This design comes from an exercise in tuning for small area, a short achievable clock period and few clock cycles on the open sky130 flow, not from production work.
Only simulation tests tie the RTL to the original design; equivalence was not proved.
Power and IR drop assume default switching activity.

### design/flow/design.v
module cpu(Clk, Reset_N, readM1, address1, data1, readM2, writeM2, address2, data2_in, data2_out, num_inst, output_port, is_halted);
	input Clk;
	input Reset_N;
	output readM1;
	output [16-1:0] address1;
	input [64-1:0] data1;
	output readM2;
	output writeM2;
	output [16-1:0] address2;
	input [64-1:0] data2_in;
	output [64-1:0] data2_out;
	output [16-1:0] num_inst;
	output [16-1:0] output_port;
	output is_halted;
	reg [15:0] pc;               
	reg [63:0] s0, s1;           
	reg vs0, vs1;                
	reg pa0, pa1;                
	reg pb0, pb1;                
	reg [13:0] ra;               
	reg rqv, rqs;                
	reg xv;                      
	reg [15:0] ir;
	reg [15:0] xl;               
	reg [3:0] xtop;              
	reg xdef, xwr, xld, xst, xhlt, xmem;
	reg [1:0] xrd;
	reg xbne, xbeq, xbgz, xblz, xjr, xjx, xlnk;
	reg xurs, xurt;              
	reg xadd, xsub, xtcp, xaddi, xand, xorr, xori, xnot, xshl, xshr, xlhi;
	reg fa1, fa2, fa3;           
	reg fb1, fb2, fb3;           
	reg la1, la2, la3;           
	reg lb1, lb2, lb3;           
	reg m1v, m1w, m1ld, m1st, m1hlt, m1mem;
	reg [1:0] m1rd, m1rs, m1rt;
	reg [15:0] m1res;
	reg m2v, m2w, m2ld, m2st, m2hlt;
	reg [1:0] m2rd, m2rs, m2rt;
	reg [15:0] m2res;
	reg m3v, m3w, m3ld, m3st, m3hlt;
	reg [1:0] m3rd, m3rs, m3rt;
	reg [15:0] m3res;
	reg [15:0] R0, R1, R2, R3;
	reg [63:0] sline;            
	reg [15:0] a2;               
	reg swr;
	reg [15:0] ninst;
	reg [15:0] outp;
	assign readM1 = rqv;
	assign address1 = {ra, 2'b00};
	wire cur = pc[2];
	wire [13:0] cl = pc[15:2];
	wire [13:0] cl1 = cl + 14'd1;
	wire [13:0] cl2 = cl + 14'd2;
	wire vcur = cur ? vs1 : vs0;
	wire acur = cur ? pb1 : pb0;
	reg [15:0] wbuf, warr;
	always @(*) begin
		case (pc[2:0])
			3'd0: wbuf = s0[63:48];
			3'd1: wbuf = s0[47:32];
			3'd2: wbuf = s0[31:16];
			3'd3: wbuf = s0[15:0];
			3'd4: wbuf = s1[63:48];
			3'd5: wbuf = s1[47:32];
			3'd6: wbuf = s1[31:16];
			default: wbuf = s1[15:0];
		endcase
		case (pc[1:0])
			2'd0: warr = data1[63:48];
			2'd1: warr = data1[47:32];
			2'd2: warr = data1[31:16];
			default: warr = data1[15:0];
		endcase
	end
	wire f_have = vcur || acur;
	wire [15:0] fw = vcur ? wbuf : warr;
	wire f_jmp = vcur && ((wbuf[15:12] == 4'd9) || (wbuf[15:12] == 4'd10));
	wire [15:0] f_jtgt = {pc[15:12], wbuf[11:0]};
	wire f_jsame = (wbuf[11:2] == cl[9:0]);
	wire f_jnext = (wbuf[11:2] == cl1[9:0]) && (cl1[13:10] == pc[15:12]);
	wire [3:0] f_op = fw[15:12];
	wire [5:0] f_fn = fw[5:0];
	wire [1:0] f_rs = fw[11:10];
	wire [1:0] f_rt = fw[9:8];
	wire f_isR = (f_op == 4'd15);
	wire f_add = f_isR && f_fn == 6'd0;
	wire f_sub = f_isR && f_fn == 6'd1;
	wire f_and = f_isR && f_fn == 6'd2;
	wire f_orr = f_isR && f_fn == 6'd3;
	wire f_not = f_isR && f_fn == 6'd4;
	wire f_tcp = f_isR && f_fn == 6'd5;
	wire f_shl = f_isR && f_fn == 6'd6;
	wire f_shr = f_isR && f_fn == 6'd7;
	wire f_jpr = f_isR && f_fn == 6'd25;
	wire f_jrl = f_isR && f_fn == 6'd26;
	wire f_wwd = f_isR && f_fn == 6'd28;
	wire f_hlt = f_isR && f_fn == 6'd29;
	wire f_adi = (f_op == 4'd4);
	wire f_ori = (f_op == 4'd5);
	wire f_lhi = (f_op == 4'd6);
	wire f_lwd = (f_op == 4'd7);
	wire f_swd = (f_op == 4'd8);
	wire f_bne = (f_op == 4'd0);
	wire f_beq = (f_op == 4'd1);
	wire f_bgz = (f_op == 4'd2);
	wire f_blz = (f_op == 4'd3);
	wire f_jmpop = (f_op == 4'd9);
	wire f_jal = (f_op == 4'd10);
	wire f_alu2 = f_add || f_sub || f_and || f_orr;
	wire f_alu1 = f_not || f_tcp || f_shl || f_shr;
	wire f_br = f_bne || f_beq || f_bgz || f_blz;
	wire f_jr = f_jpr || f_jrl;
	wire f_def = f_alu2 || f_alu1 || f_jr || f_wwd || f_hlt || f_adi || f_ori || f_lhi
		|| f_lwd || f_swd || f_br || f_jmpop || f_jal;
	wire f_wr = f_alu2 || f_alu1 || f_jrl || f_adi || f_ori || f_lhi || f_lwd || f_jal;
	wire [1:0] f_rd = (f_jal || f_jrl) ? 2'd2 : (f_isR ? fw[7:6] : f_rt);
	wire f_urs = f_alu2 || f_alu1 || f_jr || f_adi || f_ori || f_lwd || f_swd || f_br;
	wire f_urt = f_alu2 || f_bne || f_beq;
	wire [1:0] rs = ir[11:10];
	wire [1:0] rt = ir[9:8];
	reg [15:0] rfa, rfb;
	always @(*) begin
		case (rs)
			2'd0: rfa = R0; 2'd1: rfa = R1; 2'd2: rfa = R2; default: rfa = R3;
		endcase
		case (rt)
			2'd0: rfb = R0; 2'd1: rfb = R1; 2'd2: rfb = R2; default: rfb = R3;
		endcase
	end
	wire fa0 = !(fa1 || fa2 || fa3);
	wire fb0 = !(fb1 || fb2 || fb3);
	wire [15:0] A = ({16{fa1}} & m1res) | ({16{fa2}} & m2res) | ({16{fa3}} & m3res) | ({16{fa0}} & rfa);
	wire [15:0] B = ({16{fb1}} & m1res) | ({16{fb2}} & m2res) | ({16{fb3}} & m3res) | ({16{fb0}} & rfb);
	wire st_busy = m1st || m2st || m3st;
	wire x_stall = xv && ((xurs && (la1 || la2 || la3)) || (xurt && (lb1 || lb2 || lb3)) || (xmem && st_busy));
	wire x_go = xv && !x_stall;
	wire [15:0] simm = {{8{ir[7]}}, ir[7:0]};
	wire [15:0] ax = xtcp ? 16'd0 : A;
	wire [15:0] ay = xsub ? ~B : (xtcp ? ~A : (xaddi ? simm : B));
	wire [15:0] sum = ax + ay + {15'd0, (xsub || xtcp)};
	wire [15:0] res = ({16{xadd || xsub || xtcp || xaddi}} & sum)
		| ({16{xand}} & (A & B))
		| ({16{xorr}} & (A | B))
		| ({16{xori}} & (A | simm))
		| ({16{xnot}} & ~A)
		| ({16{xshl}} & {A[14:0], 1'b0})
		| ({16{xshr}} & {A[15], A[15:1]})
		| ({16{xlhi}} & {ir[7:0], 8'd0})
		| ({16{xlnk}} & xl);             
	wire eq = (A == B);
	wire taken = (xbne && !eq) || (xbeq && eq) || (xbgz && !A[15] && (A != 16'd0)) || (xblz && A[15]);
	wire xbr = xbne || xbeq || xbgz || xblz;
	wire x_redir = x_go && (taken || xjr || xjx);
	wire [2:0] blo = {1'b0, xl[1:0]} + {1'b0, ir[1:0]};
	wire bhi0 = (ir[7:2] == 6'd0);
	wire bhi1 = (ir[7:2] == 6'd1);
	wire b_same = bhi0 && !blo[2];
	wire b_next = (bhi0 && blo[2]) || (bhi1 && !blo[2]);
	wire [15:0] b_tgt = xl + {8'd0, ir[7:0]};
	wire [15:0] j_tgt = xjr ? A : {xtop, ir[11:0]};
	wire j_same = xjr ? (A[15:2] == cl) : ({xtop, ir[11:2]} == cl);
	wire j_next = xjr ? (A[15:2] == cl1) : ({xtop, ir[11:2]} == cl1);
	wire [15:0] x_tgt = xbr ? b_tgt : j_tgt;
	wire x_same = xbr ? b_same : j_same;
	wire x_next = xbr ? b_next : j_next;
	wire x_shift = !x_same && x_next;
	wire x_miss = !x_same && !x_next;
	wire f_go = f_have && !x_stall;        
	wire f_redir = f_go && f_jmp;
	wire [15:0] pc_inc = pc + 16'd1;
	wire n_shift = f_redir ? (!f_jsame && f_jnext) : (f_go && pc[1:0] == 2'd3);
	wire n_miss = f_redir && !f_jsame && !f_jnext;
	wire [15:0] n_pc = f_redir ? f_jtgt : (f_go ? pc_inc : pc);
	wire k_shift = x_redir ? x_shift : n_shift;
	wire k_miss = x_redir ? x_miss : n_miss;
	wire [15:0] pc_n = x_redir ? x_tgt : n_pc;
	wire keep0 = vs0 || pb0 || pa0 || (rqv && !rqs);
	wire keep1 = vs1 || pb1 || pa1 || (rqv && rqs);
	wire need_stay = cur ? !keep1 : !keep0;        
	wire need_shift = cur ? !keep0 : !keep1;       
	wire [13:0] ra_stay = need_stay ? cl : cl1;
	wire stay_rqv = need_stay || need_shift;
	wire rqs_stay = need_stay ? cur : !cur;
	wire [13:0] ra_shift = need_shift ? cl1 : cl2;
	wire rqs_shift = !cur;
	always @(posedge Clk) begin
		if (!Reset_N) begin
			pc <= 16'd0;
			vs0 <= 1'b0; vs1 <= 1'b0;
			pa0 <= 1'b0; pa1 <= 1'b0;
			pb0 <= 1'b0; pb1 <= 1'b0;
			ra <= 14'd0;
			rqv <= 1'b1;
			rqs <= 1'b0;
		end else begin
			pc <= pc_n;
			if (k_miss) begin
				vs0 <= 1'b0; vs1 <= 1'b0;
				pa0 <= 1'b0; pa1 <= 1'b0;
				pb0 <= 1'b0; pb1 <= 1'b0;
			end else if (k_shift) begin
				if (cur) begin
					vs1 <= 1'b0; pa1 <= 1'b0; pb1 <= 1'b0;
					vs0 <= vs0 || pb0; pa0 <= rqv && !rqs; pb0 <= pa0;
				end else begin
					vs0 <= 1'b0; pa0 <= 1'b0; pb0 <= 1'b0;
					vs1 <= vs1 || pb1; pa1 <= rqv && rqs; pb1 <= pa1;
				end
			end else begin
				vs0 <= vs0 || pb0; pa0 <= rqv && !rqs; pb0 <= pa0;
				vs1 <= vs1 || pb1; pa1 <= rqv && rqs; pb1 <= pa1;
			end
			if (x_redir) begin
				ra <= x_tgt[15:2];
				rqs <= x_tgt[2];
				rqv <= 1'b1;
			end else if (n_miss) begin
				ra <= f_jtgt[15:2];
				rqs <= f_jtgt[2];
				rqv <= 1'b1;
			end else if (n_shift) begin
				ra <= ra_shift;
				rqs <= need_shift ? !cur : cur;
				rqv <= 1'b1;
			end else begin
				ra <= ra_stay;
				rqs <= rqs_stay;
				rqv <= stay_rqv;
			end
		end
		if (pb0) s0 <= data1;
		if (pb1) s1 <= data1;
	end
	wire nx1w = xv && xwr;       
	always @(posedge Clk) begin
		if (!Reset_N) begin
			xv <= 1'b0;
		end else if (x_redir) begin
			xv <= 1'b0;
		end else if (!x_stall) begin
			xv <= f_have;
		end
		if (!x_stall) begin
			ir <= fw;
			xl <= pc_inc;
			xtop <= pc[15:12];
			xdef <= f_def; xwr <= f_wr; xld <= f_lwd; xst <= f_swd; xhlt <= f_hlt;
			xmem <= f_lwd || f_swd;
			xrd <= f_rd;
			xbne <= f_bne; xbeq <= f_beq; xbgz <= f_bgz; xblz <= f_blz;
			xjr <= f_jr;
			xlnk <= f_jal || f_jrl;
			xjx <= (f_jmpop || f_jal) && !f_jmp;
			xurs <= f_urs; xurt <= f_urt;
			xadd <= f_add; xsub <= f_sub; xtcp <= f_tcp; xaddi <= f_adi || f_lwd || f_swd;
			xand <= f_and; xorr <= f_orr; xori <= f_ori; xnot <= f_not;
			xshl <= f_shl; xshr <= f_shr; xlhi <= f_lhi;
			fa1 <= nx1w && xrd == f_rs;
			fa2 <= !(nx1w && xrd == f_rs) && m1w && m1rd == f_rs;
			fa3 <= !(nx1w && xrd == f_rs) && !(m1w && m1rd == f_rs) && m2w && m2rd == f_rs;
			fb1 <= nx1w && xrd == f_rt;
			fb2 <= !(nx1w && xrd == f_rt) && m1w && m1rd == f_rt;
			fb3 <= !(nx1w && xrd == f_rt) && !(m1w && m1rd == f_rt) && m2w && m2rd == f_rt;
			la1 <= xv && xld && xrd == f_rs;
			la2 <= m1ld && m1rd == f_rs;
			la3 <= m2ld && m2rd == f_rs;
			lb1 <= xv && xld && xrd == f_rt;
			lb2 <= m1ld && m1rd == f_rt;
			lb3 <= m2ld && m2rd == f_rt;
		end else begin
			fa1 <= 1'b0; fa2 <= fa1; fa3 <= fa2;
			fb1 <= 1'b0; fb2 <= fb1; fb3 <= fb2;
			la1 <= 1'b0; la2 <= la1; la3 <= la2;
			lb1 <= 1'b0; lb2 <= lb1; lb3 <= lb2;
		end
	end
	always @(posedge Clk) begin
		if (!Reset_N) begin
			m1v <= 1'b0; m1w <= 1'b0; m1ld <= 1'b0; m1st <= 1'b0; m1hlt <= 1'b0; m1mem <= 1'b0;
			m2v <= 1'b0; m2w <= 1'b0; m2ld <= 1'b0; m2st <= 1'b0; m2hlt <= 1'b0;
			m3v <= 1'b0; m3w <= 1'b0; m3ld <= 1'b0; m3st <= 1'b0; m3hlt <= 1'b0;
		end else begin
			m1v <= x_go && xdef;
			m1w <= x_go && xwr;
			m1ld <= x_go && xld;
			m1st <= x_go && xst;
			m1hlt <= x_go && xhlt;
			m1mem <= x_go && xmem;
			m2v <= m1v; m2w <= m1w; m2ld <= m1ld; m2st <= m1st; m2hlt <= m1hlt;
			m3v <= m2v; m3w <= m2w; m3ld <= m2ld; m3st <= m2st; m3hlt <= m2hlt;
		end
		m1rd <= xrd; m1rs <= rs; m1rt <= rt; m1res <= res;
		m2rd <= m1rd; m2rs <= m1rs; m2rt <= m1rt; m2res <= m1res;
		m3rd <= m2rd; m3rs <= m2rs; m3rt <= m2rt; m3res <= m2res;
	end
	assign readM2 = m1mem;
	assign writeM2 = swr;
	assign address2 = a2;
	assign data2_out = sline;
	reg [15:0] ldw;
	always @(*) begin
		case (m3res[1:0])
			2'd0: ldw = data2_in[63:48];
			2'd1: ldw = data2_in[47:32];
			2'd2: ldw = data2_in[31:16];
			default: ldw = data2_in[15:0];
		endcase
	end
	reg [15:0] rf_rs3, rf_rt3;
	always @(*) begin
		case (m3rs)
			2'd0: rf_rs3 = R0; 2'd1: rf_rs3 = R1; 2'd2: rf_rs3 = R2; default: rf_rs3 = R3;
		endcase
		case (m3rt)
			2'd0: rf_rt3 = R0; 2'd1: rf_rt3 = R1; 2'd2: rf_rt3 = R2; default: rf_rt3 = R3;
		endcase
	end
	wire [15:0] wd = m3ld ? ldw : m3res;
	always @(posedge Clk) begin
		if (!Reset_N) begin
			R0 <= 16'd0; R1 <= 16'd0; R2 <= 16'd0; R3 <= 16'd0;
		end else if (m3w) begin
			case (m3rd)
				2'd0: R0 <= wd;
				2'd1: R1 <= wd;
				2'd2: R2 <= wd;
				default: R3 <= wd;
			endcase
		end
	end
	always @(posedge Clk) begin
		if (!Reset_N) begin
			swr <= 1'b0;
		end else begin
			swr <= m3st;
		end
		a2 <= m3st ? {m3res[15:2], 2'b00} : sum;
		sline[63:48] <= (m3res[1:0] == 2'd0) ? rf_rt3 : data2_in[63:48];
		sline[47:32] <= (m3res[1:0] == 2'd1) ? rf_rt3 : data2_in[47:32];
		sline[31:16] <= (m3res[1:0] == 2'd2) ? rf_rt3 : data2_in[31:16];
		sline[15:0]  <= (m3res[1:0] == 2'd3) ? rf_rt3 : data2_in[15:0];
	end
	always @(posedge Clk) begin
		if (!Reset_N) begin
			ninst <= 16'd0;
		end else if (m3v) begin
			ninst <= ninst + 16'd1;
			outp <= rf_rs3;
		end
	end
	assign num_inst = ninst;
	assign output_port = outp;
	assign is_halted = m3hlt;
endmodule
### design/flow/flow/run.sh
#!/bin/bash
# The standard layout, with timing repair aimed at a shorter period than
# the clock constraint (the constraint itself is unchanged).
bash standard.sh SETUP_SLACK_MARGIN=9.5 finish > standard.log 2>&1
### design/flow/standard.sh
#!/bin/bash
# synth_recipe.tcl (not shown) runs the flow's synth.tcl, then flattens the netlist and writes it again
# the make line also repeats each setting of config.mk as NAME=value (left out here)
make -C /OpenROAD-flow-scripts/flow DESIGN_CONFIG=/design/flow/config.mk WORK_HOME=/design/flow/orfs CLKGATE_MAP_FILE= SYNTH_SCRIPT=/design/flow/synth_recipe.tcl "${@:-finish}"
### design/flow/config.mk
export PLATFORM = sky130hd
export DESIGN_NAME = cpu
export DESIGN_NICKNAME = cpu
export VERILOG_FILES = /design/flow/design.v
export SDC_FILE = /design/flow/constraint.sdc
export NUM_CORES = 4
export LEC_CHECK = 0
export ABC_CLOCK_PERIOD_IN_PS = 3000
export CAP_MARGIN = 20
export CORE_MARGIN = 2
export CORE_UTILIZATION = 40
export SETUP_SLACK_MARGIN = 5
export SLEW_MARGIN = 20
export SYNTH_MEMORY_MAX_BITS = 16384
### design/flow/constraint.sdc
create_clock -name core_clock -period 12.0 [get_ports {Clk}]
set_input_delay 2.4000 -clock core_clock [delete_from_list [all_inputs] [get_ports {Clk}]]
set_output_delay 2.4000 -clock core_clock [all_outputs]
set_load 0.01 [all_outputs]
==> flow_summary.toml, run 1 <==
[critical_path]
r2r-end = "a2[13]"
endpoint = "xdef"
critPathKind = "input pin to flop"
required_ns = 12.38
crit-reg2reg-launch = "ir[11]"
cp_max_fo = 3
startpoint = "data1[31]"
reg2reg_depth = 18
arrival_ns = 4.48
end_kind = "flop"
worst_setup_path_start_kind = "input pin"
ff2ff_setup_slack_ns = 7.93

[clock_network]
cts_made_buffers = 55
cts_max_level = 2
clockBufferDepth = 3
cts_hold_buf = 0
cts.clk_slew.worst_paths_ns = 0.06
clock_latency_ns = 0.63
cts_sinks = 497
cts_tree = "built"
cts_root_buffer = "clkbuf_16"

[job]
max-cap-violations = 0

[timing]
fmax_mhz = 243.9
period_share_pct = 34.16
postLayoutSetupSlackWorst_ns = 7.901
drv_slew = 0
clock_skew_ns = 0.03071
hold_viol_final = 0
slew-limit-headroom_pct = 21.05
worst_pin_slew_ns = 1.184
finalSetupViolCount = 0
min_period_ns = 4.099
fin_tns_setup_ns = 0
rsz0062_at_grt = "yes"

[floorplan]
die_area_mm2 = 0.06573
die_w_um = 256.4
placementRows = 92
ios = 262
die_h_um = 256.4
coreArea_mm2 = 0.06308
initial_core_util_pct = 40.39

[detailed_routing]
dr.pass1.iters = 9
post-route-drc-count = 0
drt-initial-drc-count = 2441
wl_um = 100400
vias = 23180
wl_per_cell_um = 26.32
via_per_inst = 6.074
antenna_left = 0

[placed_design]
dp_hpwl_um = 63650
gp_congestion = 0.9487
place_worst_setup_slack_ns = 6.559
place_inst = 3425
numPortBuffers = 259
place_area_mm2 = 0.02942

[global_routing]
grt_overflow = 0
grt_use_total_pct = 28.90
grt_pass1_wl_um = 145000
antenna_found_initial = 2
grt_max_degree = 68
grt_pass1_vias = 22560

[yosys]
synthCells = 2450
ys.flop_type = "dfxtp_1"
yosysSeqAreaShare_pct = 47.07
netlist_area_mm2 = 0.02548
yosysWarningCount = 1
ys_async_sr_fraction_pct = 0
ys_ff_latch = 497
synth_cell_types = 93
synth_edf_count = 204
syn_avg_cell_area_um2 = 10.40

[power_and_ir_drop]
p_total_mw = 8.554
switching_share_pct = 39.86
p_seq_share_pct = 29.3
comb_power_share_pct = 50.8
powerDensity_mw_per_mm2 = 233.0
power.share.clock_pct = 19.9
p_leak_nw = 13.99
p_int_mw = 5.144
peakVddDrop_v = 0.0001683
netSwitchingPower_mw = 3.410

[run_status]
outcome = "timing/DRC/antenna clean"

[finish]
drive_above_1_share_pct = 46.11
stdcell_count = 3817
reg_top3 = "s0 (64), s1 (64), sline (64)"
final_area_mm2 = 0.03672
fin_nets = 3118
syn2layout_area_growth_pct = 44.11

[worst_hold_path]
hold_path_depth = 0
hold_path.class = "flop to flop"
cells by family after synthesis:
kind of cell | Yosys count | share of synthesized area (%)
DFF | 497 | 47.07
buffers and inverters | 261 | 4.086
muxes | 227 | 12.78
and+or+nand+nor | 692 | 12.54
other | 1 | 0.01472
xor gates and xnor gates | 114 | 3.973
adders and majority gates | 67 | 3.374
AOI/OAI and AO/OA | 591 | 16.17
cell usage in the layout, fill, tap and decap left out, types with 24 or more instances in the layout:
cell type	instances
dfxtp_1	168
buf_2	46
nand4_1	24
xor2_1	32
nor2_2	24
a211oi_2	51
mux2_2	79
edfxtp_1	204
nand2_1	166
a222oi_1	49
o21ai_2	26
clkbuf_16	59
buf_12	28
a21oi_2	44
nand3_1	38
o21ai_1	36
xnor2_1	56
inv_1	64
mux4_2	69
dfxtp_2	110
buf_4	204
nor2_1	222
buf_6	252
a21oi_1	75
o21ai_0	50
nor3_1	35
ha_1	51
mux2i_1	42
what timing repair did:
action                     in CTS  in global routing
setup buffers                 174                 89
setup endpoints to repair     447                421
pin swaps                     174                151
gates cloned                   19                  4
hold endpoints to repair        0                  0
resized for setup            1518                260
power by group through the flow:
stage / Sequential (mW) / Combinational (mW) / Clock [mW]
2_1_floorplan: 2.34 / 1.86 / 0
3_3_place_gp: 2.48 / 2.71 / 0
3_5_place_dp: 2.49 / 2.73 / 0
4_1_cts: 2.47 / 3.74 / 1.73
5_1_grt: 2.52 / 4.55 / 1.80
6_report: 2.50 / 4.35 / 1.70
per-stage QoR:
stage,utilization [%],hold slack (ns)
3_5_place_dp,46.64,0.3121
5_1_grt,58.20,0.3329
6_report,58.21,0.3201
4_1_cts,55.12,0.3237
2_1_floorplan,-,0.3096
3_3_place_gp,46.63,0.3099
layer usage:
layer,global-route usage (%),up-vias,share of wire (%)
met3,5.565,296,8.6
met2,47.19,1277,47
met1,37.06,11510,39
met5,0,-,0
li1,-,10100,-
met4,13.39,0,5.3
critical path: stages:
cell	delay, ns
buf_6	0.09
a222oi_1	0.65
o21ai_2	0.11
a21boi_2	0.22
buf_4	0.15
nor4_4	0.03
and2_4	0.17
buf_4	0.13
nand4_1	0.13
o21ai_0	0.09
or3_1	0.31
worst min path at each step:
stage | from | endpoint
after global placement | m1rt[1] | m2rt[1]
final | m2rs[0] | m3rs[0]
after CTS | m2rs[0] | m3rs[0]
after global routing | m2rt[1] | m3rt[1]
after detailed placement | m2rs[0] | m3rs[0]
after floorplan | m1rs[0] | m2rs[0]
cell usage after synthesis, drive strengths merged, types with 11 or more instances:
master	instances	share of area [%]
dfxtp	293	23
and3	17	0.42
inv	87	1.3
o2111ai	16	0.55
a222oi	49	1.9
mux2i	62	2.4
nor4	23	0.65
nor3	45	0.90
o31ai	11	0.32
a21boi	11	0.32
a221oi	21	0.72
a221o	11	0.43
a21oi	132	2.7
nand2b	15	0.37
mux4	69	6.1
nand3	51	1.0
clkbuf	127	1.9
a21o	11	0.32
or3	11	0.27
and2	26	0.64
nor2	265	4.0
buf	46	0.92
nand2	179	2.6
xnor2	75	2.6
a22oi	21	0.64
a31oi	20	0.55
a211oi	75	2.2
xor2	38	1.3
o21ai	125	2.5
ha	63	3.1
mux2	96	4.2
nand4	24	0.59
edfxtp	204	24
area by class of cell:
| type | instances | area [um2] |
|---|---|---|
| sequential | 497 | 12190 |
| timing repair buffer | 578 | 5941 |
| multi-input combinational | 1694 | 15130 |
| clock buffer | 76 | 1568 |
| timing repair inverter | 8 | 167.7 |
| clock inverter | 28 | 260.3 |
| inverter | 88 | 400.4 |
| antenna | 2 | 5.005 |
| fill | 5256 | 26360 |
| tap | 846 | 1059 |
Testbench counts, summed over its fixed seeds: cycles 9,944.
==> run 2, diff against run 1 <==
==> design/flow/flow/run.sh (replaced) <==
#!/bin/bash
# The standard layout, with timing repair aimed at a shorter period than
# the clock constraint (the constraint itself is unchanged).
bash standard.sh SETUP_SLACK_MARGIN=8.5 finish > standard.log 2>&1
--- a/design/flow/config.mk
+++ b/design/flow/config.mk
@@ -5,7 +5,7 @@
 export SDC_FILE = /design/flow/constraint.sdc
 export NUM_CORES = 4
 export LEC_CHECK = 0
-export ABC_CLOCK_PERIOD_IN_PS = 3000
+export ABC_CLOCK_PERIOD_IN_PS = 2000
 export CAP_MARGIN = 20
 export CORE_MARGIN = 2
 export CORE_UTILIZATION = 40
==> run 2 against run 1 <==
Net effect:
- routed wire length shrank 7.9%
- power decreased by 4.8%
- cell area shrank 6.4%
- largest power group unchanged
- count of clock-buffer cells in the layout decreased by 12
- sequential power decreased by 2%
- sequential cell count unchanged
- first-iteration DRC count is 12% higher
- worst hold slack lost 0.0049 ns
- synthesized cell count is the same
- worst setup slack improved by 0.053 ns
- register-to-register slack improved by 0.04 ns
- clock skew increased by 0.0080 ns
- still clean on timing, DRC and antenna
==> flow_summary.toml, run 2 <==
[critical_path]
required_ns = 12.35
worst_setup_path_start_kind = "input pin"
cp_max_fo = 3
end_kind = "flop"
arrival_ns = 4.39
crit-reg2reg-launch = "pc[0]"
critPathKind = "input pin to flop"
startpoint = "data1[28]"

[detailed_routing]
post-route-drc-count = 0
via_per_inst = 5.997
vias = 22430
wl_met1_um = 36970
dr_wl_met2_um = 43720
wl_um = 92500
wl_per_cell_um = 24.73
drt-initial-drc-count = 2741
met3_length_um = 7409
dr.pass1.iters = 8
antenna_left = 0
top_layer = "met5"

[timing]
fin_tns_setup_ns = 0
postLayoutSetupSlackWorst_ns = 7.953
worst_pin_slew_ns = 1.040
slew-limit-headroom_pct = 30.55
drv_slew = 0
hold_viol_final = 0
fmax_mhz = 247.1
holdWs_ns = 0.3152
rsz0062_at_grt = "yes"
finalSetupViolCount = 0
period_share_pct = 33.72
clock_skew_ns = 0.03875
min_period_ns = 4.047

[global_routing]
grt_pass1_wl_um = 138700
grt_max_degree = 87
antenna_found_initial = 2
grt_overflow = 0
grt_pass1_vias = 22300
grt_use_total_pct = 27.00

[yosys]
synth_edf_count = 204
synth_cell_types = 93
yosys.area.top_type = "edfxtp_1"
ys.flop_type = "dfxtp_1"
synth_top_cells_by_count = "dfxtp_1, nor2_1, edfxtp_1"
yosysWarningCount = 1
synth_top_area_share_pct = 24.04
synthCells = 2450
netlist_area_mm2 = 0.02548
ys_ff_latch = 497
yosysMostFrequentCell = "dfxtp_1"
synthTopCellsByArea = "edfxtp_1, dfxtp_1, mux4_2"
ys_async_sr_fraction_pct = 0
yosysSeqAreaShare_pct = 47.07
syn_avg_cell_area_um2 = 10.40

[finish]
drive_above_1_share_pct = 35.26
utilization_pct = 54.50
final_area_mm2 = 0.03438
stdcell_count = 3740
final_common_cell = "dfxtp_1"
fin_nets = 3044
reg_top3 = "s0 (64), s1 (64), sline (64)"
syn2layout_area_growth_pct = 34.93
layout_common_cells = "dfxtp_1, nor2_1, edfxtp_1"

[worst_hold_path]
hold_path.class = "flop to flop"
min_from = "m1rt[1]"

[clock_network]
cts_sinks = 497
clockBufferDepth = 3
cts_root_buffer = "clkbuf_16"
clock_latency_ns = 0.64
cts_made_buffers = 54
cts_max_level = 2
cts_hold_buf = 0
cts_tree = "built"
cts.clk_slew.worst_paths_ns = 0.06

[floorplan]
die_area_mm2 = 0.06573
placementRows = 92
initial_core_util_pct = 40.39
ios = 262
die_w_um = 256.4
coreArea_mm2 = 0.06308
die_h_um = 256.4

[placed_design]
numPortBuffers = 259
gp_congestion = 0.9663
place_area_mm2 = 0.02894
place_inst = 3425
place_worst_setup_slack_ns = 6.855
dp_hpwl_um = 61440

[power_and_ir_drop]
powerDensity_mw_per_mm2 = 236.9
netSwitchingPower_mw = 3.216
comb_power_share_pct = 48.5
p_seq_share_pct = 30.2
p_total_mw = 8.143
peakVddDrop_v = 0.0001495
p_leak_nw = 12.88
power.share.clock_pct = 21.3
switching_share_pct = 39.49
p_int_mw = 4.927

[job]
max-cap-violations = 0

[run_status]
outcome = "timing/DRC/antenna clean"
## run 2: cell count changes in the layout (fill, tap and decap cells not counted), sizes merged, moves of 3 or more
cell	delta
dlygate4sd2	+7
dlymetal6s2s	-7
clkinv	-3
buf	-144
bufinv	+3
clkbuf	-14
clkdlybuf4s50	+78
## run 2: worst max-delay path: stages
cell and delay [ns]:
buf_6 0.09, a222oi_1 0.51, o21ai_2 0.12, mux2i_4 0.21, nor4_4 0.08, and2_4 0.16
nand4b_1 0.15, buf_4 0.16, a21oi_4 0.04, or4_4 0.47
## run 2: routing by layer
| metal | track usage (%) | vias up |
|---|---|---|
| met5 | 0 | - |
| met4 | 11.93 | 4 |
| met3 | 4.261 | 268 |
| met2 | 44.17 | 1146 |
| met1 | 35.39 | 11040 |
| li1 | - | 9973 |
## run 2: cell families after synthesis
| kind of cell | count (synthesis) | share of synthesized area [%] |
|---|---|---|
| AOI/OAI and AO/OA | 591 | 16.17 |
| DFF | 497 | 47.07 |
| buffers and inverters | 261 | 4.086 |
| adders and majority gates | 67 | 3.374 |
| muxes | 227 | 12.78 |
| and+or+nand+nor | 692 | 12.54 |
| other | 1 | 0.01472 |
| xor gates and xnor gates | 114 | 3.973 |
## run 2: what timing repair did
item | 4_1_cts | 5_1_grt
hold endpoints to repair | 0 | 0
buffers inserted | 146 | 50
cloned | 15 | 2
gates resized for setup | 1069 | 172
pin swaps | 119 | 101
setup endpoints to repair | 326 | 151
## run 2: power groups by stage
stage | clock network (mW) | logic (mW) | registers, mW
after floorplan | 0 | 1.77 | 2.32
after global placement | 0 | 2.59 | 2.45
after detailed placement | 0 | 2.60 | 2.45
after CTS | 1.75 | 3.56 | 2.43
after global routing | 1.83 | 4.16 | 2.48
final | 1.73 | 3.95 | 2.46
## run 2: layout make-up
class | count | area (um2)
Clock inverter | 37 | 401.6
Clock buffer | 64 | 1439
Multi-Input combinational cell | 1694 | 14280
Tap cell | 846 | 1059
Fill cell | 5500 | 28700
Sequential cell | 497 | 12080
Antenna cell | 1 | 2.502
Timing Repair Buffer | 511 | 4737
Inverter | 88 | 366.6
Timing Repair inverter | 2 | 15.01
## run 2: path summary, 6_finish.rpt
path	end	slack, ns	cells past startpoint
min reg2reg	m2rt[1]	0.32	0
max	xurs	7.95	10
min	m2rt[1]	0.32	0
max reg2reg	ra[4]	7.97	17
==> run 3, diff against run 2 <==
==> design/flow/config.mk (replaced) <==
export PLATFORM = sky130hd
export DESIGN_NAME = cpu
export DESIGN_NICKNAME = cpu
export VERILOG_FILES = /design/flow/design.v
export SDC_FILE = /design/flow/constraint.sdc
export NUM_CORES = 4
export LEC_CHECK = 0
export ABC_CLOCK_PERIOD_IN_PS = 3000
export CAP_MARGIN = 20
export CORE_MARGIN = 2
export CORE_UTILIZATION = 60
export SETUP_SLACK_MARGIN = 5
export SLEW_MARGIN = 20
export SYNTH_MEMORY_MAX_BITS = 16384
==> run 3 against run 2 <==
Net effect:
- first-iteration DRC count rose by 49%
- register-to-register slack worse by 0.21 ns
- sequential power is essentially flat
- cell count decreased by 7.5%
- worst hold slack better by 0.013 ns
- synthesized area is the same
- utilization up 27 points
- count of clock-buffer cells in the layout rose by 3
- critical path type is now flop to flop
- largest cell class unchanged
==> flow_summary.toml, run 3 <==
[critical_path]
crit-reg2reg-launch = "ir[11]"
end_kind = "flop"
critPathKind = "flop to flop"
required_ns = 12.55
cp_max_fo = 8
startpoint = "ir[11]"
max_stage_delay_ns = 0.48
path_buf_inv = 9
worst_setup_path_start_kind = "flop"
path_delay_family = "buffers and inverters"
cp_slowest_cell = "mux4_2"
arrival_ns = 4.79
crit_chain = "buf_12, buf_6, buf_6, buf_6, mux4_2, buf_6, or4_4, o21ai_2, nand4_1, o211ai_1, a41o_2, buf_12, buf_12, clkinvlp_4, buf_12, nor3_4, nand4_1, a41oi_2"

[finish]
layout_common_cells = "dfxtp_1, nor2_1, edfxtp_1"
drive_above_1_share_pct = 35.52
fin_nets = 3074
reg_top3 = "s0 (64), s1 (64), sline (64)"
syn2layout_area_growth_pct = 34.04
num_antenna_cells = 0
utilization_pct = 81.41
final_area_mm2 = 0.03415
final_common_cell = "dfxtp_1"

[timing]
fin_tns_setup_ns = 0
worst_pin_slew_ns = 0.9957
rsz0062_at_grt = "yes"
hold_viol_final = 0
holdWs_ns = 0.3279
clock_skew_ns = 0.02360
finalSetupViolCount = 0
period_share_pct = 35.34
min_period_ns = 4.241
fmax_mhz = 235.8
slew-limit-headroom_pct = 33.53
drv_slew = 0

[detailed_routing]
vias = 24110
dr_wl_met2_um = 45930
drt-initial-drc-count = 4088
dr.pass1.iters = 14
wl_um = 98370
wl_met1_um = 32960
post-route-drc-count = 0
wl_per_cell_um = 28.42
via_per_inst = 6.965
met3_length_um = 11570
top_layer = "met5"
antenna_left = 0

[placed_design]
gp_congestion = 1.022
numPortBuffers = 259
dp_hpwl_um = 59880
place_area_mm2 = 0.02859

[yosys]
synthTopCellsByArea = "edfxtp_1, dfxtp_1, mux4_2"
synth_top_area_share_pct = 24.04
syn_avg_cell_area_um2 = 10.40
ys_async_sr_fraction_pct = 0
ys_ff_latch = 497
netlist_area_mm2 = 0.02548
synth_edf_count = 204
yosysMostFrequentCell = "dfxtp_1"
synthCells = 2450
yosysSeqAreaShare_pct = 47.07
yosys.area.top_type = "edfxtp_1"
synth_cell_types = 93
yosysWarningCount = 1
ys.flop_type = "dfxtp_1"
synth_top_cells_by_count = "dfxtp_1, nor2_1, edfxtp_1"

[worst_hold_path]
hold_path.class = "flop to flop"
min_from = "m1rt[0]"

[floorplan]
initial_core_util_pct = 60.74
coreArea_mm2 = 0.04195
ios = 262
die_h_um = 210.1
die_w_um = 210.1
die_area_mm2 = 0.04413
placementRows = 75

[power_and_ir_drop]
powerDensity_mw_per_mm2 = 235.2
p_leak_nw = 13.09
p_total_mw = 8.032
peakVddDrop_v = 0.0001807

[clock_network]
clock_latency_ns = 0.64
cts_made_buffers = 52
cts_sinks = 497
clockBufferDepth = 3
cts_tree = "built"
cts_hold_buf = 0
cts.clk_slew.worst_paths_ns = 0.06
cts_max_level = 2
cts_root_buffer = "clkbuf_16"

[global_routing]
antenna_found_initial = 2
grt_pass1_vias = 22900
grt_max_degree = 95
grt_pass1_wl_um = 139800
grt_overflow = 0
grt_use_total_pct = 42.04

[job]
max-cap-violations = 0

[run_status]
outcome = "timing/DRC/antenna clean"
run 3: worst reg2reg max path, stage by stage, from the launching register on:
cell and delay, ns:
edfxtp_1 0.43, buf_12 0.16, buf_6 0.12, buf_6 0.12, buf_6 0.13, mux4_2 0.48
buf_6 0.15, or4_4 0.42, o21ai_2 0.15, nand4_1 0.15, o211ai_1 0.45, a41o_2 0.38
buf_12 0.14, buf_12 0.13, clkinvlp_4 0.13, buf_12 0.17, nor3_4 0.10, nand4_1 0.13
a41oi_2 0.22
run 3: final timing paths:
kind             end  depth (start not counted)  slack [ns]
max            ra[6]                         18        7.76
min          m2rt[0]                          0        0.33
max reg2reg    ra[6]                         18        7.76
min reg2reg  m2rt[0]                          0        0.33
run 3: repair_timing:
action                                  4_1_cts  5_1_grt
gates cloned                                 17        1
buffers inserted                            158       64
endpoints found under the setup margin      324      153
resized for setup                          1004      213
pin swaps                                   154      126
run 3: kinds of logic (layout without fill, tap and decap cells):
kind of cell	Yosys count	count (layout)	synth area share, %
buf+inv	261	730	4.086
fa+ha+maj	67	67	3.374
mux	227	227	12.78
other cells	1	2	0.01472
xor+xnor	114	114	3.973
flops	497	497	47.07
compound gates	591	592	16.17
simple gates	692	693	12.54
run 3: area by class of cell:
cell class	instances	area [um2]
clock buffers	67	1428
clock inverters	31	295.3
fillers	2406	7796
inverters	88	366.6
multi-input cells	1695	14380
flip-flops and latches	497	12070
well taps	539	674.4
repair buffers	542	4921
repair inverters	2	16.27
run 3: per-stage QoR:
stage | setup WS (ns) | instances
after floorplan | 7.690 | 2451
final | 7.759 | 3461
after global placement | 6.804 | 3123
after global routing | 7.725 | 3461
after CTS | 7.950 | 3396
after detailed placement | 6.733 | 3123
run 3: report_power, final:
group	switching (mW)	internal (mW)
Sequential	0.366	2.11
Combinational	2.16	1.74
Clock	0.725	0.932
run 3: per-layer routing:
metal	track usage, %	up-vias
li1	-	10030
met1	50.12	11440
met2	67.79	2012
met3	10.91	627
met4	27.22	4
met5	0	-
==> run 4, diff against run 3 <==
--- a/design/flow/config.mk
+++ b/design/flow/config.mk
@@ -8,7 +8,8 @@
 export ABC_CLOCK_PERIOD_IN_PS = 3000
 export CAP_MARGIN = 20
 export CORE_MARGIN = 2
-export CORE_UTILIZATION = 60
+export CORE_UTILIZATION = 40
 export SETUP_SLACK_MARGIN = 5
 export SLEW_MARGIN = 20
 export SYNTH_MEMORY_MAX_BITS = 16384
+export TNS_END_PERCENT = 10
==> run 4 against run 3 <==
Net effect:
- sequential cell count unchanged
- utilization is 28 points lower
- maximum frequency grew 2.2%
- synthesized cell count unchanged
- cell count rose by 7.1%
- synthesized area did not move
- worst hold slack got worse by 0.012 ns
- critical endpoint is now m1res[12]
- largest power group unchanged
==> flow_summary.toml, run 4 <==
[clock_network]
cts_root_buffer = "clkbuf_16"
clockBufferDepth = 3
cts_sinks = 497
cts_tree = "built"
cts.clk_slew.worst_paths_ns = 0.06
clock_latency_ns = 0.64
cts_max_level = 2
cts_made_buffers = 55

[global_routing]
antenna_found_initial = 6
grt_pass1_wl_um = 134200
grt_max_degree = 83
grt_use_total_pct = 26.20
grt_pass1_vias = 21900
grt_overflow = 0

[timing]
drv_slew = 0
rsz0062_at_grt = "yes"
fin_tns_setup_ns = 0
min_period_ns = 4.148
fmax_mhz = 241.1
slew-limit-headroom_pct = 22.41
clock_skew_ns = 0.04121
worst_pin_slew_ns = 1.155
finalSetupViolCount = 0
period_share_pct = 34.57
hold_viol_final = 0

[critical_path]
crit-reg2reg-launch = "ir[9]"
path_delay_family = "compound AO/OA/AOI/OAI gates"
end_kind = "flop"
ff2ff_setup_slack_ns = 7.85
critPathKind = "flop to flop"
arrival_ns = 4.61
worst_setup_path_start_kind = "flop"
required_ns = 12.46
reg2reg_depth = 21
cp_slowest_cell = "edfxtp_1"
max_stage_delay_ns = 0.42
cp_max_fo = 5
crit_chain = "buf_12, mux4_2, inv_2, o21ai_4, mux2i_1, o21ai_2, o21ai_2, fa_2, fa_2, inv_2, a21oi_2, o21bai_1, a21o_1, a21o_1, a21oi_2, o211ai_1, buf_4, buf_4, nand2_4, xor2_4, o21ai_0"
path_buf_inv = 5
r2r-end = "m1res[12]"

[yosys]
synthCells = 2450
yosysSeqAreaShare_pct = 47.07
yosysWarningCount = 1
yosysMostFrequentCell = "dfxtp_1"
ys_async_sr_fraction_pct = 0
synth_top_area_share_pct = 24.04
yosys.area.top_type = "edfxtp_1"
synth_edf_count = 204
netlist_area_mm2 = 0.02548
syn_avg_cell_area_um2 = 10.40
synth_cell_types = 93
synthTopCellsByArea = "edfxtp_1, dfxtp_1, mux4_2"
synth_top_cells_by_count = "dfxtp_1, nor2_1, edfxtp_1"
ys.flop_type = "dfxtp_1"
ys_ff_latch = 497

[power_and_ir_drop]
comb_power_share_pct = 46.6
powerDensity_mw_per_mm2 = 229.1
power.share.clock_pct = 22.0
peakVddDrop_v = 0.0001366
switching_share_pct = 38.95
p_int_mw = 4.749
p_seq_share_pct = 31.4
netSwitchingPower_mw = 3.030
p_leak_nw = 12.53

[finish]
drive_above_1_share_pct = 26.65
final_common_cell = "dfxtp_1"
final_area_mm2 = 0.03395
syn2layout_area_growth_pct = 33.25
utilization_pct = 53.82
fin_nets = 3008
reg_top3 = "s0 (64), s1 (64), sline (64)"
layout_common_cells = "dfxtp_1, nor2_1, clkdlybuf4s50_1"

[job]
max-cap-violations = 0

[worst_hold_path]
hold_path_depth = 0
hold_path.class = "flop to flop"
min_from = "m2rs[0]"
worst_hold_path.endpoint = "m3rs[0]"

[run_status]
outcome = "timing/DRC/antenna clean"

[floorplan]
initial_core_util_pct = 40.39
ios = 262
die_w_um = 256.4
die_h_um = 256.4
coreArea_mm2 = 0.06308
die_area_mm2 = 0.06573
placementRows = 92

[detailed_routing]
post-route-drc-count = 0
wl_met1_um = 36230
met3_length_um = 7133
via_per_inst = 5.995
dr_wl_met2_um = 42810
wl_per_cell_um = 24.24
top_layer = "met5"
drt-initial-drc-count = 2367
vias = 22230
dr.pass1.iters = 13
wl_um = 89880
antenna_left = 0

[placed_design]
place_area_mm2 = 0.02890
dp_hpwl_um = 59600
gp_congestion = 0.9397
numPortBuffers = 259
[run 4: cell counts after synthesis]
Identical to the previous run, type by type.
[run 4: kinds of logic after synthesis]
logic type / share of synthesized area, %
AOI/OAI and AO/OA: 16.17
xor gates and xnor gates: 3.973
adders and majority gates: 3.374
buffers and inverters: 4.086
DFF: 47.07
muxes: 12.78
other: 0.01472
and+or+nand+nor: 12.54
[run 4: layer usage]
layer | up-vias | track usage, %
met4 | 4 | 9.964
met5 | - | 0
met3 | 250 | 4.705
met1 | 10960 | 34.16
li1 | 9923 | -
met2 | 1092 | 43.39
[run 4: per-stage QoR]
stage	worst slack [ns]	std cells	total power [mW]	hold WS, ns
floorplan	7.690	2451	4.081	0.3096
global placement	6.813	3425	5.010	0.3102
detailed placement	6.812	3425	5.024	0.3121
CTS	7.970	3660	7.385	0.3272
global route	7.706	3707	8.089	0.3337
finish	7.852	3708	7.779	0.3157
[run 4: worst max-delay path by stage]
| stage | from | to | slack, ns | cells past startpoint |
|---|---|---|---|---|
| global route | ir[9] | m1res[14] | 7.71 | 20 |
| finish | ir[9] | m1res[12] | 7.85 | 21 |
| CTS | pc[0] | ra[10] | 7.97 | 14 |
| global placement | data1[28] | xurs | 6.81 | 9 |
| detailed placement | data1[28] | xurs | 6.81 | 9 |
| floorplan | data1[28] | xurs | 7.69 | 8 |
[run 4: area by class of cell]
cell class / instances / area (um2)
multi-input cells: 1694 / 13960
flip-flops and latches: 497 / 12020
repair buffers: 475 / 4720
inverters: 88 / 351.6
well taps: 846 / 1059
diodes: 3 / 7.507
repair inverters: 1 / 7.507
clock buffers: 73 / 1525
clock inverters: 31 / 301.5
fillers: 5550 / 29130
[run 4: timing repair]
| action | CTS | global route |
|---|---|---|
| resized for setup | 320 | 177 |
| setup buffers | 120 | 44 |
| cloned | 11 | 1 |
| hold buffers | 0 | 0 |
| endpoints found under the setup margin | 343 | 333 |
| pin swaps | 106 | 108 |
[run 4: power groups by stage]
stage                     Combinational (mW)  Clock, mW  Sequential, mW
after CTS                               3.23       1.74            2.42
final                                   3.62       1.71            2.45
after global placement                  2.57          0            2.44
after floorplan                         1.76          0            2.32
after global routing                    3.82       1.80            2.47
after detailed placement                2.58          0            2.44
==> run 5, diff against run 4 <==
--- a/design/flow/config.mk
+++ b/design/flow/config.mk
@@ -12,4 +12,3 @@
 export SETUP_SLACK_MARGIN = 5
 export SLEW_MARGIN = 20
 export SYNTH_MEMORY_MAX_BITS = 16384
-export TNS_END_PERCENT = 10
==> run 5 against run 4 <==
Net effect:
- sequential cell count did not move
- sequential share of layout area is 0.29 points lower
- clock power hardly changed
- register-to-register slack better by 0.12 ns
- largest power group unchanged
- via count increased by 0.89%
- cell area is 1.3% higher
- worst setup slack improved by 0.10 ns
==> flow_summary.toml, run 5 <==
[global_routing]
grt_pass1_wl_um = 138700
grt_use_total_pct = 27.00
antenna_found_initial = 2
grt_pass1_vias = 22300
grt_overflow = 0
grt_max_degree = 87

[clock_network]
clock_latency_ns = 0.64
clockBufferDepth = 3
cts_made_buffers = 54
cts_tree = "built"
cts_sinks = 497
cts_root_buffer = "clkbuf_16"
cts_max_level = 2
cts.clk_slew.worst_paths_ns = 0.06
cts_hold_buf = 0

[floorplan]
ios = 262
initial_core_util_pct = 40.39
die_w_um = 256.4
coreArea_mm2 = 0.06308
placementRows = 92
die_h_um = 256.4
die_area_mm2 = 0.06573

[power_and_ir_drop]
power.share.clock_pct = 21.3
powerDensity_mw_per_mm2 = 236.9
p_leak_nw = 12.88
comb_power_share_pct = 48.5
p_int_mw = 4.927
peakVddDrop_v = 0.0001495
netSwitchingPower_mw = 3.216
p_total_mw = 8.143
p_seq_share_pct = 30.2
switching_share_pct = 39.49

[critical_path]
worst_setup_path_start_kind = "input pin"
cp_slowest_cell = "a222oi_1"
ff2ff_setup_slack_ns = 7.97
crit-reg2reg-launch = "pc[0]"
crit_chain = "buf_6, a222oi_1, o21ai_2, mux2i_4, nor4_4, and2_4, nand4b_1, buf_4, a21oi_4, or4_4"
max_stage_delay_ns = 0.51
cp_max_fo = 3
end_kind = "flop"
path_delay_family = "simple AND/OR/NAND/NOR gates"
required_ns = 12.35
path_buf_inv = 2
arrival_ns = 4.39
critPathKind = "input pin to flop"
startpoint = "data1[28]"

[yosys]
synth_edf_count = 204
netlist_area_mm2 = 0.02548
synthAdderAreaFrac_pct = 3.374
yosys.area_share.simple_pct = 12.54
syn_avg_cell_area_um2 = 10.40
synth_mux_area_share_pct = 12.78
synth-xor-area-share_pct = 3.973
synth_top_family_by_area = "compound AO/OA/AOI/OAI gates"
synth_compound_area_share_pct = 16.17
yosys.area.top_type = "edfxtp_1"
synthTopCellsByArea = "edfxtp_1, dfxtp_1, mux4_2"
yosysMostFrequentCell = "dfxtp_1"
ys_async_sr_fraction_pct = 0
synth_top_cells_by_count = "dfxtp_1, nor2_1, edfxtp_1"
synth_top_area_share_pct = 24.04
synth_cell_types = 93
yosysSeqAreaShare_pct = 47.07
ys_ff_latch = 497
ys.flop_type = "dfxtp_1"
yosysWarningCount = 1
synthCells = 2450

[job]
max-cap-violations = 0

[finish]
drive_above_1_share_pct = 35.26
final_common_cell = "dfxtp_1"
fin_nets = 3044
final_area_mm2 = 0.03438
syn2layout_area_growth_pct = 34.93
layout_common_cells = "dfxtp_1, nor2_1, edfxtp_1"
reg_top3 = "s0 (64), s1 (64), sline (64)"

[timing]
postLayoutSetupSlackWorst_ns = 7.953
min_period_ns = 4.047
rsz0062_at_grt = "yes"
worst_pin_slew_ns = 1.040
fmax_mhz = 247.1
period_share_pct = 33.72
fin_tns_setup_ns = 0
drv_slew = 0
finalSetupViolCount = 0
hold_viol_final = 0
clock_skew_ns = 0.03875
slew-limit-headroom_pct = 30.55

[detailed_routing]
wl_per_cell_um = 24.73
antenna_left = 0
drt-initial-drc-count = 2741
post-route-drc-count = 0
vias = 22430
wl_um = 92500
dr.pass1.iters = 8
via_per_inst = 5.997

[placed_design]
place_area_mm2 = 0.02894
gp_congestion = 0.9663
numPortBuffers = 259
dp_hpwl_um = 61440
place_worst_setup_slack_ns = 6.855

[worst_hold_path]
hold_path.class = "flop to flop"
min_from = "m1rt[1]"

[run_status]
outcome = "timing/DRC/antenna clean"
[run 5: cell counts after synthesis]
Identical to the previous run, type by type.
[run 5: cell families after synthesis]
family | count (synthesis)
other cells | 1
xor+xnor | 114
fa+ha+maj | 67
flops | 497
simple gates | 692
buf+inv | 261
compound gates | 591
mux | 227
[run 5: repair_timing]
action / CTS / global route
resized for setup: 1069 / 172
hold endpoints to repair: 0 / 0
buffers inserted: 146 / 50
endpoints found under the setup margin: 326 / 151
gates cloned: 15 / 2
pin swaps: 119 / 101
[run 5: area by class of cell]
cell class	instances	area [um2]
Inverter	88	366.6
Clock inverter	37	401.6
Tap cell	846	1059
Timing Repair Buffer	511	4737
Multi-Input combinational cell	1694	14280
Timing Repair inverter	2	15.01
Clock buffer	64	1439
Antenna cell	1	2.502
Sequential cell	497	12080
Fill cell	5500	28700
[run 5: worst paths after layout]
check,end,cells past startpoint
worst max-delay path,xurs,10
worst min-delay path,m2rt[1],0
worst max register to register,ra[4],17
worst min register to register,m2rt[1],0
[run 5: power groups by stage]
stage	Sequential (mW)	Clock, mW	Combinational [mW]
global placement	2.45	0	2.59
CTS	2.43	1.75	3.56
global route	2.48	1.83	4.16
detailed placement	2.45	0	2.60
finish	2.46	1.73	3.95
floorplan	2.32	0	1.77
[run 5: metal layers]
metal / vias up / global-route usage [%] / routed length, um / part of all wire (%)
met5: - / 0 / 23 / 0.025
met4: 4 / 11.93 / 4376 / 4.7
met3: 268 / 4.261 / 7409 / 8.0
met2: 1146 / 44.17 / 43720 / 47
met1: 11040 / 35.39 / 36970 / 40
li1: 9973 / - / - / -
[run 5: worst reg2reg max path: cells and delay by family (launching register included)]
| kind | cells | cell delay [ns] |
|---|---|---|
| compound gates | 5 | 0.91 |
| simple gates | 3 | 1.16 |
| xor+xnor | 2 | 0.30 |
| flops | 1 | 0.40 |
| buf+inv | 6 | 0.92 |
| fa+ha+maj | 1 | 0.23 |
[run 5: per-stage QoR]
step	utilization, %	hold WS, ns	instances
global route	54.49	0.3297	3739
CTS	52.70	0.3141	3687
detailed placement	45.88	0.3146	3425
finish	54.50	0.3152	3740
global placement	45.88	0.3113	3425
floorplan	-	0.3096	2451
==> run 6, diff against run 5 <==
==> design/flow/flow/run.sh (replaced) <==
#!/bin/bash
# The standard layout, with timing repair aimed at a shorter period than
# the clock constraint (the constraint itself is unchanged).
bash standard.sh SETUP_SLACK_MARGIN=7.6 finish > standard.log 2>&1
==> run 6 against run 5 <==
Net effect:
- routed wire length fell by 5.8%
- utilization is 4.6 points lower
- worst setup slack got worse by 0.33 ns
- synthesized area stayed put
- combinational power fell by 26%
- critical path depth down 1
- critical path type unchanged
- critical endpoint unchanged
- largest cell class unchanged
==> flow_summary.toml, run 6 <==
[power_and_ir_drop]
power.share.clock_pct = 24.1
netSwitchingPower_mw = 2.740
p_int_mw = 4.272
powerDensity_mw_per_mm2 = 222.8
peakVddDrop_v = 0.0001289
comb_power_share_pct = 41.6
switching_share_pct = 39.08
p_leak_nw = 11.38
p_seq_share_pct = 34.3
p_total_mw = 7.012

[run_status]
outcome = "timing/DRC/antenna clean"

[global_routing]
grt_pass1_vias = 21030
grt_pass1_wl_um = 130200
grt_overflow = 0
grt_max_degree = 83
grt_use_total_pct = 25.34
antenna_found_initial = 0

[placed_design]
gp_congestion = 0.9575
place_inst = 3431
numPortBuffers = 259
dp_hpwl_um = 60530
place_worst_setup_slack_ns = 6.726

[yosys]
synth-xor-area-share_pct = 3.973
ys_ff_latch = 497
synth_top_family_by_area = "compound AO/OA/AOI/OAI gates"
synth_edf_count = 204
yosys.area.top_type = "edfxtp_1"
synth_mux_area_share_pct = 12.78
synthTopCellsByArea = "edfxtp_1, dfxtp_1, mux4_2"
yosysWarningCount = 1
synthAdderAreaFrac_pct = 3.374
synth_cell_types = 93
synthCells = 2450
yosys.area_share.simple_pct = 12.54
ys_async_sr_fraction_pct = 0
yosysSeqAreaShare_pct = 47.07
synth_compound_area_share_pct = 16.17
netlist_area_mm2 = 0.02548
synth_top_area_share_pct = 24.04
syn_avg_cell_area_um2 = 10.40
yosysMostFrequentCell = "dfxtp_1"
synth_top_cells_by_count = "dfxtp_1, nor2_1, edfxtp_1"
ys.flop_type = "dfxtp_1"

[finish]
fillCellCount = 5820
fin_nets = 2886
stdcell_count = 3583
drive_above_1_share_pct = 16.00
syn2layout_area_growth_pct = 23.50
reg_top3 = "s0 (64), s1 (64), sline (64)"
num_antenna_cells = 0
layout_common_cells = "dfxtp_1, nor2_1, clkdlybuf4s50_1"
final_common_cell = "dfxtp_1"

[clock_network]
cts_sinks = 497
cts_hold_buf = 0
cts_max_level = 2
cts.clk_slew.worst_paths_ns = 0.06
cts_made_buffers = 56
clockBufferDepth = 3
cts_root_buffer = "clkbuf_16"
clock_latency_ns = 0.64
cts_tree = "built"

[detailed_routing]
drt-initial-drc-count = 2495
post-route-drc-count = 0
vias = 21360
antenna_left = 0
via_per_inst = 5.961
wl_per_cell_um = 24.32
wl_um = 87140
dr.pass1.iters = 6

[timing]
drv_slew = 0
worst_pin_slew_ns = 1.050
fmax_mhz = 228.3
postLayoutSetupSlackWorst_ns = 7.620
fin_tns_setup_ns = 0
finalSetupViolCount = 0
hold_viol_final = 0
period_share_pct = 36.50
slew-limit-headroom_pct = 29.90
min_period_ns = 4.380
holdWs_ns = 0.3249
rsz0062_at_grt = "yes"
clock_skew_ns = 0.04481

[floorplan]
die_w_um = 256.4
initial_core_util_pct = 40.39
placementRows = 92
die_area_mm2 = 0.06573
coreArea_mm2 = 0.06308
ios = 262
die_h_um = 256.4

[critical_path]
worst_setup_path_start_kind = "input pin"
arrival_ns = 4.71
end_kind = "flop"
cp_max_fo = 4
required_ns = 12.33
critPathKind = "input pin to flop"

[job]
max-cap-violations = 0

[worst_hold_path]
hold_path.class = "flop to flop"
[run 6: changes by cell type in the layout (fill, tap and decap cells not counted), sizes merged]
cell / change
buf: -306
bufbuf: -6
bufinv: -3
clkbuf: +9
clkdlybuf4s15: -6
clkdlybuf4s50: +171
clkinv: -3
clkinvlp: -3
diode: -1
dlygate4sd2: -15
dlymetal6s2s: +7
nor4: -1
[run 6: cells by family (layout without fill, tap and decap cells)]
group / after synthesis / count (layout)
AOI/OAI and AO/OA: 591 / 591
xor gates and xnor gates: 114 / 114
adders and majority gates: 67 / 67
buffers and inverters: 261 / 547
DFF: 497 / 497
muxes: 227 / 227
other: 1 / 2
and+or+nand+nor: 692 / 692
[run 6: critical path, stage by stage]
cell and delay [ns]:
clkdlybuf4s50_1 0.55, a222oi_1 0.13, nor2_1 0.09, a21oi_1 0.06
o21ai_0 0.65, nor2_1 0.12, nand2_2 0.13, nand2_1 0.06
or4_1 0.51
[run 6: through the flow]
stage	util (%)	instance area [um2]
after global routing	49.88	31470
after CTS	49.23	31050
final	49.88	31470
after detailed placement	45.70	28830
after floorplan	-	25490
after global placement	45.70	28830
[run 6: layout make-up]
class	count	area [um2]	area share, %
Timing Repair Buffer	353	3500	11.12
Inverter	88	334.1	1.062
Clock inverter	29	261.5	0.8310
Tap cell	846	1059	3.364
Clock buffer	76	1546	4.915
Timing Repair inverter	1	7.507	0.02386
Multi-Input combinational cell	1693	12760	40.54
Sequential cell	497	12000	38.14
[run 6: power by group through the flow]
| stage | clock [mW] | combinational, mW | sequential, mW |
|---|---|---|---|
| floorplan | 0 | 1.72 | 2.32 |
| global placement | 0 | 2.59 | 2.41 |
| detailed placement | 0 | 2.59 | 2.42 |
| CTS | 1.72 | 2.74 | 2.39 |
| global route | 1.79 | 3.11 | 2.43 |
| finish | 1.69 | 2.92 | 2.40 |
[run 6: path summary, 6_finish.rpt]
check / startpoint / end / slack, ns / cells past startpoint
worst max-delay path: data1[20] / xurs / 7.62 / 9
worst max register to register: ir[11] / ra[7] / 7.63 / 12
worst min register to register: m2rs[1] / m3rs[1] / 0.32 / 0
worst min-delay path: m2rs[1] / m3rs[1] / 0.32 / 0
[run 6: what timing repair did]
item | CTS | global route
pin swaps | 11 | 26
buffers inserted | 21 | 23
setup endpoints to repair | 66 | 57
gates resized for setup | 48 | 51
gates cloned | 1 | 2
[run 6: routing by layer]
layer  part of all wire (%)  wire, um  GRT usage [%]
met1                     41     35730          34.07
met2                     48     41530          42.02
met3                    7.8      6808          3.588
met4                    3.5      3069          8.463
met5                      0         0              0
==> run 7, diff against run 6 <==
==> design/flow/flow/run.sh (replaced) <==
#!/bin/bash
# The standard layout, with timing repair aimed at a shorter period than
# the clock constraint (the constraint itself is unchanged).
bash standard.sh SETUP_SLACK_MARGIN=8.2 finish > standard.log 2>&1
==> run 7 against run 6 <==
Net effect:
- still clean
- worst setup slack better by 0.24 ns
- synthesized cell count did not move
- combinational power up 22%
- via count increased by 3.3%
- non-clock buffer count increased by 117
- synthesized area unchanged
- register-to-register slack improved by 0.23 ns
- sequential power grew 2%
- count of clock-buffer cells in the layout is 5 higher
- critical endpoint is now pa1
- highest routed layer is now met5
==> flow_summary.toml, run 7 <==
[finish]
num_antenna_cells = 0
final_common_cell = "dfxtp_1"
fillCellCount = 5633
reg_top3 = "s0 (64), s1 (64), sline (64)"
fin_nets = 3002
drive_above_1_share_pct = 26.66
layout_common_cells = "dfxtp_1, nor2_1, edfxtp_1"
utilization_pct = 53.66
syn2layout_area_growth_pct = 32.86

[detailed_routing]
dr.pass1.iters = 9
met3_length_um = 6911
antenna_left = 0
via_per_inst = 5.967
wl_per_cell_um = 24.08
wl_um = 89040
post-route-drc-count = 0
dr_wl_met2_um = 42150
vias = 22060
drt-initial-drc-count = 2305
top_layer = "met5"
wl_met1_um = 36250

[clock_network]
cts_sinks = 497
clockBufferDepth = 3
cts_tree = "built"
cts_root_buffer = "clkbuf_16"
cts_made_buffers = 54
cts_max_level = 2
clock_latency_ns = 0.65
cts_hold_buf = 0
cts.clk_slew.worst_paths_ns = 0.06

[yosys]
netlist_area_mm2 = 0.02548
ys.flop_type = "dfxtp_1"
yosys.area.top_type = "edfxtp_1"
ys_async_sr_fraction_pct = 0
yosysSeqAreaShare_pct = 47.07
yosysWarningCount = 1
synthTopCellsByArea = "edfxtp_1, dfxtp_1, mux4_2"
synthCells = 2450
syn_avg_cell_area_um2 = 10.40
synth_top_cells_by_count = "dfxtp_1, nor2_1, edfxtp_1"
ys_ff_latch = 497
synth_cell_types = 93
yosysMostFrequentCell = "dfxtp_1"
synth_edf_count = 204
synth_top_area_share_pct = 24.04

[worst_hold_path]
min_from = "m2rt[0]"
hold_path_depth = 0
worst_hold_path.endpoint = "m3rt[0]"
hold_path.class = "flop to flop"

[critical_path]
r2r-end = "pa1"
required_ns = 12.49
cp_max_fo = 5
crit-reg2reg-launch = "ir[11]"
cpMostUsedCell = "buf_12"
crit_chain = "buf_12, buf_6, buf_12, mux4_2, a221o_2, buf_6, ha_4, nor4_4, nand4_1, mux2i_1, a41o_2, buf_12, buf_12, buf_4, a311oi_4, a21oi_4, a21oi_2, and4b_1"
worst_setup_path_start_kind = "flop"
end_kind = "flop"
reg2reg_depth = 18
arrival_ns = 4.63
max_stage_delay_ns = 0.41
path_buf_inv = 7
ff2ff_setup_slack_ns = 7.86
cp_slowest_cell = "edfxtp_1"
path_delay_family = "compound AO/OA/AOI/OAI gates"
critPathKind = "flop to flop"

[timing]
clock_skew_ns = 0.06373
rsz0062_at_grt = "yes"
fmax_mhz = 241.3
hold_viol_final = 0
min_period_ns = 4.144
fin_tns_setup_ns = 0
worst_pin_slew_ns = 1.087
slew-limit-headroom_pct = 27.52
finalSetupViolCount = 0
period_share_pct = 34.53
drv_slew = 0

[floorplan]
die_h_um = 256.4
initial_core_util_pct = 40.39
die_area_mm2 = 0.06573
ios = 262
die_w_um = 256.4
coreArea_mm2 = 0.06308
placementRows = 92

[global_routing]
grt_pass1_wl_um = 133400
grt_max_degree = 85
grt_overflow = 0
grt_use_total_pct = 26.06
grt_pass1_vias = 21690
antenna_found_initial = 2

[run_status]
outcome = "timing/DRC/antenna clean"

[power_and_ir_drop]
powerDensity_mw_per_mm2 = 225.9
p_leak_nw = 12.81
peakVddDrop_v = 0.0001213

[job]
max-cap-violations = 0

[placed_design]
gp_congestion = 0.9862
dp_hpwl_um = 59470
numPortBuffers = 259
[run 7: cell counts after synthesis]
No cell type changed its count.
[run 7: layout make-up]
class,instances,area (um2),share of cell area (%)
clock buffers,81,1543,4.558
clock inverters,20,181.4,0.5360
inverters,88,349.1,1.031
multi-input cells,1694,14060,41.54
flip-flops and latches,497,12020,35.50
well taps,846,1059,3.127
repair buffers,470,4632,13.68
repair inverters,1,7.507,0.02218
[run 7: kinds of logic after synthesis]
kind of cell | Yosys count | share of synthesized area, %
and+or+nand+nor | 692 | 12.54
AOI/OAI and AO/OA | 591 | 16.17
DFF | 497 | 47.07
buffers and inverters | 261 | 4.086
muxes | 227 | 12.78
xor gates and xnor gates | 114 | 3.973
adders and majority gates | 67 | 3.374
other | 1 | 0.01472
[run 7: how the worst max path moves through the flow]
stage,slack (ns),endpoint,depth (start not counted),start
after global placement,6.93,xurs,9,data1[28]
after detailed placement,6.86,xurs,9,data1[29]
final,7.86,pa1,18,ir[11]
after global routing,7.69,ra[13],18,ir[11]
after floorplan,7.69,xurs,8,data1[28]
after CTS,7.91,m1res[14],19,ir[11]
[run 7: what timing repair did]
action | in CTS | in global routing
setup buffers | 118 | 39
cloned | 12 | 2
endpoints found under the setup margin | 307 | 95
resized for setup | 485 | 198
pin swaps | 117 | 114
[run 7: per-stage QoR]
stage | cell area (um2) | total power, mW | setup WS (ns) | hold WS [ns] | instances
3_5_place_dp | 28900 | 5.037 | 6.862 | 0.3121 | 3425
4_1_cts | 32790 | 7.316 | 7.911 | 0.3248 | 3656
5_1_grt | 33850 | 7.964 | 7.693 | 0.3324 | 3697
3_3_place_gp | 28900 | 5.012 | 6.933 | 0.3100 | 3425
2_1_floorplan | 25680 | 4.085 | 7.690 | 0.3096 | 2451
6_report | 33850 | 7.645 | 7.856 | 0.3241 | 3697
[run 7: metal layers]
layer  vias to the layer above  GRT usage, %
li1                       9904             -
met1                     10790         34.32
met2                      1113         42.51
met3                       246         4.409
met4                         4         10.85
met5                         -             0
[run 7: report_power, final]
part           switching, mW  leakage [nW]  internal [mW]  total, mW
clock network          0.708         0.838          0.915       1.62
logic                   1.97          7.54           1.59       3.57
registers              0.344          4.43           2.11       2.45
total                   3.03          12.8           4.62       7.65

afterwards: timing with drivers on the ports:
How much do the figures lean on ideal ports? The routed layouts below were timed once more, with nothing changed but the port constraints.
Step 1, drivers: a clkbuf_16 drives Clk and a buf_2 each remaining input, both assumed.
Step 2 adds t to the input delays and takes it off the output delays; t is the mean of the earliest and latest rising clock arrival at the registers after step 1. Input paths then give back, and output paths get back, about the clock's delay inside the block.
a / b / c = no drivers / after step 1 / after step 2; a / b = the first two.
| run | t (ns) | setup slack, ns | clock arrival spread, ns | worst register clock-pin slew, ns |
|---|---|---|---|---|
| run 1 | 0.682 | 7.901 / 7.929 / 7.251 | 0.032 / 0.031 | 0.07 / 0.07 |
| run 2 | 0.683 | 7.953 / 7.973 / 7.300 | 0.039 / 0.039 | 0.07 / 0.07 |
| run 3 | 0.686 | 7.759 / 7.759 / 7.277 | 0.024 / 0.024 | 0.07 / 0.07 |
| run 4 | 0.677 | 7.852 / 7.852 / 7.421 | 0.041 / 0.042 | 0.07 / 0.07 |
| run 5 | 0.683 | 7.953 / 7.973 / 7.300 | 0.039 / 0.039 | 0.07 / 0.07 |
| run 6 | 0.680 | 7.620 / 7.634 / 6.980 | 0.045 / 0.045 | 0.07 / 0.07 |
| run 7 | 0.683 | 7.856 / 7.856 / 7.407 | 0.064 / 0.064 | 0.07 / 0.07 |
After both steps setup and hold are still met in every run listed.
